From an optimization exercise on the open Yosys and OpenROAD flow, aimed at small area; shortcuts taken in it are not production practice. Function was checked by simulation only, so behaviour that the tests miss may differ from the original. Power is estimated from default activity; no workload was simulated.

== maple ==
Design FrequencyDetector, start of the top module:
module FrequencyDetector(MAX10_CLK1_50, KEY, HEX0, HEX1, HEX2, HEX3, HEX4, HEX5, LEDR, SW, GPIO);
	input MAX10_CLK1_50;
	input [1:0] KEY;
	output [6:0] HEX0, HEX1, HEX2, HEX3, HEX4, HEX5;
	output [9:0] LEDR;
	input [9:0] SW;
	input [34:0] GPIO;
	wire clk = MAX10_CLK1_50;
	wire rst = SW[1];
	wire sig = SW[0] ? KEY[1] : ~GPIO[0];
	reg ef, eb, ep;
	reg [25:0] cnt, P, W;
	reg pz, wz;
	wire wrap = ((cnt & 26'd50000001) == 26'd50000001);
	wire clr = rst | ep | wrap;
	wire [26:0] ci;			 
	wire [25:0] cnt_nx;		 
	assign ci[0] = 1'b1;
	genvar i;
	generate
		for (i = 0; i < 26; i = i + 1) begin : inc
			assign cnt_nx[i] = ~clr & (cnt[i] ^ ci[i]);
			assign ci[i + 1] = cnt[i] & ci[i];
		end
	endgenerate
	wire ldp = ~rst & ~ef & eb;
	wire ldw = ~rst & ef & ~eb;
	always @(posedge clk) begin
		cnt <= cnt_nx;
		if (~rst) begin
			ef <= sig;
			eb <= ef;
			ep <= ~ef & eb;
		end
		if (ldp) P <= cnt;
		if (ldw) W <= cnt_nx;
		if (rst | ldp) pz <= rst;
		if (rst | ldw) wz <= rst;
	end
	reg [5:0] st;			 
	always @(posedge clk) st <= st + 6'd1;
	wire ph = st[5];
	wire [4:0] t = st[4:0];
	wire first = (t == 5'd0);
	wire pnz = ~pz & (|P);
	wire mhz = pnz & (P <= 26'd50);
	wire khz = ~pz & (P > 26'd50) & (P <= 26'd50000);
	wire hz = ~mhz & ~khz;
	wire [31:0] N = mhz ? 32'd50 : khz ? 32'd50000 : 32'd50000000;
	wire nbit = N[~t];
	wire wb = (t >= 5'd2 && t <= 5'd27) ? (W[t - 5'd2] & ~wz) : 1'b0;
	reg [3:0] dl;
	reg [1:0] cy;
	wire [2:0] xs = wb + dl[2] + dl[3] + (first ? 2'd0 : cy);
	always @(posedge clk) begin
		dl <= {dl[2:0], wb};
		cy <= xs[2:1];
	end
	reg [31:0] ring;
	always @(posedge clk) ring <= {ph ? ring[0] : xs[0], ring[31:1]};
  ...
Size in the first run: ~190 flip-flops, roughly 100 I/O pins, ~8000 µm² of cells after synthesis.
make LEC_CHECK=0 CAP_MARGIN=20 CORE_MARGIN=2 CORE_UTILIZATION=40 CTS_BUF_LIST=sky130_fd_sc_hd__clkbuf_8 SLEW_MARGIN=20 finish   # period 115.0 ns
run.sh (not shown) runs the stock make flow with config.mk's settings and CLKGATE_MAP_FILE= SYNTH_SCRIPT=/design/flow/synth_recipe.tcl, a recipe that flattens the netlist after the stock synthesis.
maple finished all stages; the layout is clean.
[inputs] tundra vs maple
Settings: removing CTS_BUF_LIST (formerly sky130_fd_sc_hd__clkbuf_8).
==> flow/flow/run.sh (new file) <==
#!/bin/bash
# The standard ORFS layout (standard.sh), with two changes made through
# ORFS's own variables: the port buffers use the smallest buffer cell, and
# clock tree synthesis uses clkbuf_8 and inserts no dummy loads.
# make's full output goes to make_flow.log; ORFS keeps each step's log
# under orfs/logs/.
set -euo pipefail
export BUFFER_PORTS_ARGS="-buffer_cell sky130_fd_sc_hd__buf_1"
export CTS_ARGS="-sink_clustering_enable -repair_clock_nets -dont_use_dummy_load -buf_list {sky130_fd_sc_hd__clkbuf_8}"
bash standard.sh > make_flow.log 2>&1
==> flow/standard.sh (new file) <==
#!/bin/bash
# synth_recipe.tcl (not shown) runs the flow's synth.tcl, then flattens the netlist and writes it again
# the make line also repeats each setting of config.mk as NAME=value (left out here)
make -C /OpenROAD-flow-scripts/flow DESIGN_CONFIG=/design/flow/config.mk WORK_HOME=/design/flow/orfs CLKGATE_MAP_FILE= SYNTH_SCRIPT=/design/flow/synth_recipe.tcl "${@:-finish}"
removed: flow/run.sh
## What came out
Delta (tundra minus maple): core occupancy in the finished layout lower; post-route worst hold slack roughly the same. | worst setup slack | lower: maple |. The synthesized area was comparable across maple and tundra. tundra vs. maple: buffers inserted during post-CTS setup optimization now sits at about the same level, filler cell count now sits higher. Summary of tundra over maple: number of global-route vias before repair went down by about 3.4%, post-detailed-routing wire length went down by 1.9%. tundra vs. maple: net switching share of the total power went down by 2.0 points.

==> afterwards: timing with drivers on the ports <==
How much do the figures lean on ideal ports? The routed layouts below were timed once more, with nothing changed but the port constraints. Step 1 assumes that a clkbuf_16 drives the clock port and a buf_2 every other input. Step 2 also shifts input and output timing later by t, the mid clock arrival at the registers, as if the neighbouring blocks saw the same clock. a / b / c = ideal / step 1 / step 2; a / b = the first two.
| run | t (ns) | slack for setup (ns) | worst hold slack (ns) | clock arrival spread, ns | cell pins on the clock port's net |
|---|---|---|---|---|---|
| maple | 0.485 | 89.888 / 89.850 / 90.255 | 0.335 / 0.335 / 0.335 | 0.015 / 0.016 | 1 |
| tundra | 0.464 | 90.271 / 90.233 / 90.629 | 0.334 / 0.334 / 0.334 | 0.043 / 0.043 | 1 |
After both steps setup and hold are still met in every run listed.
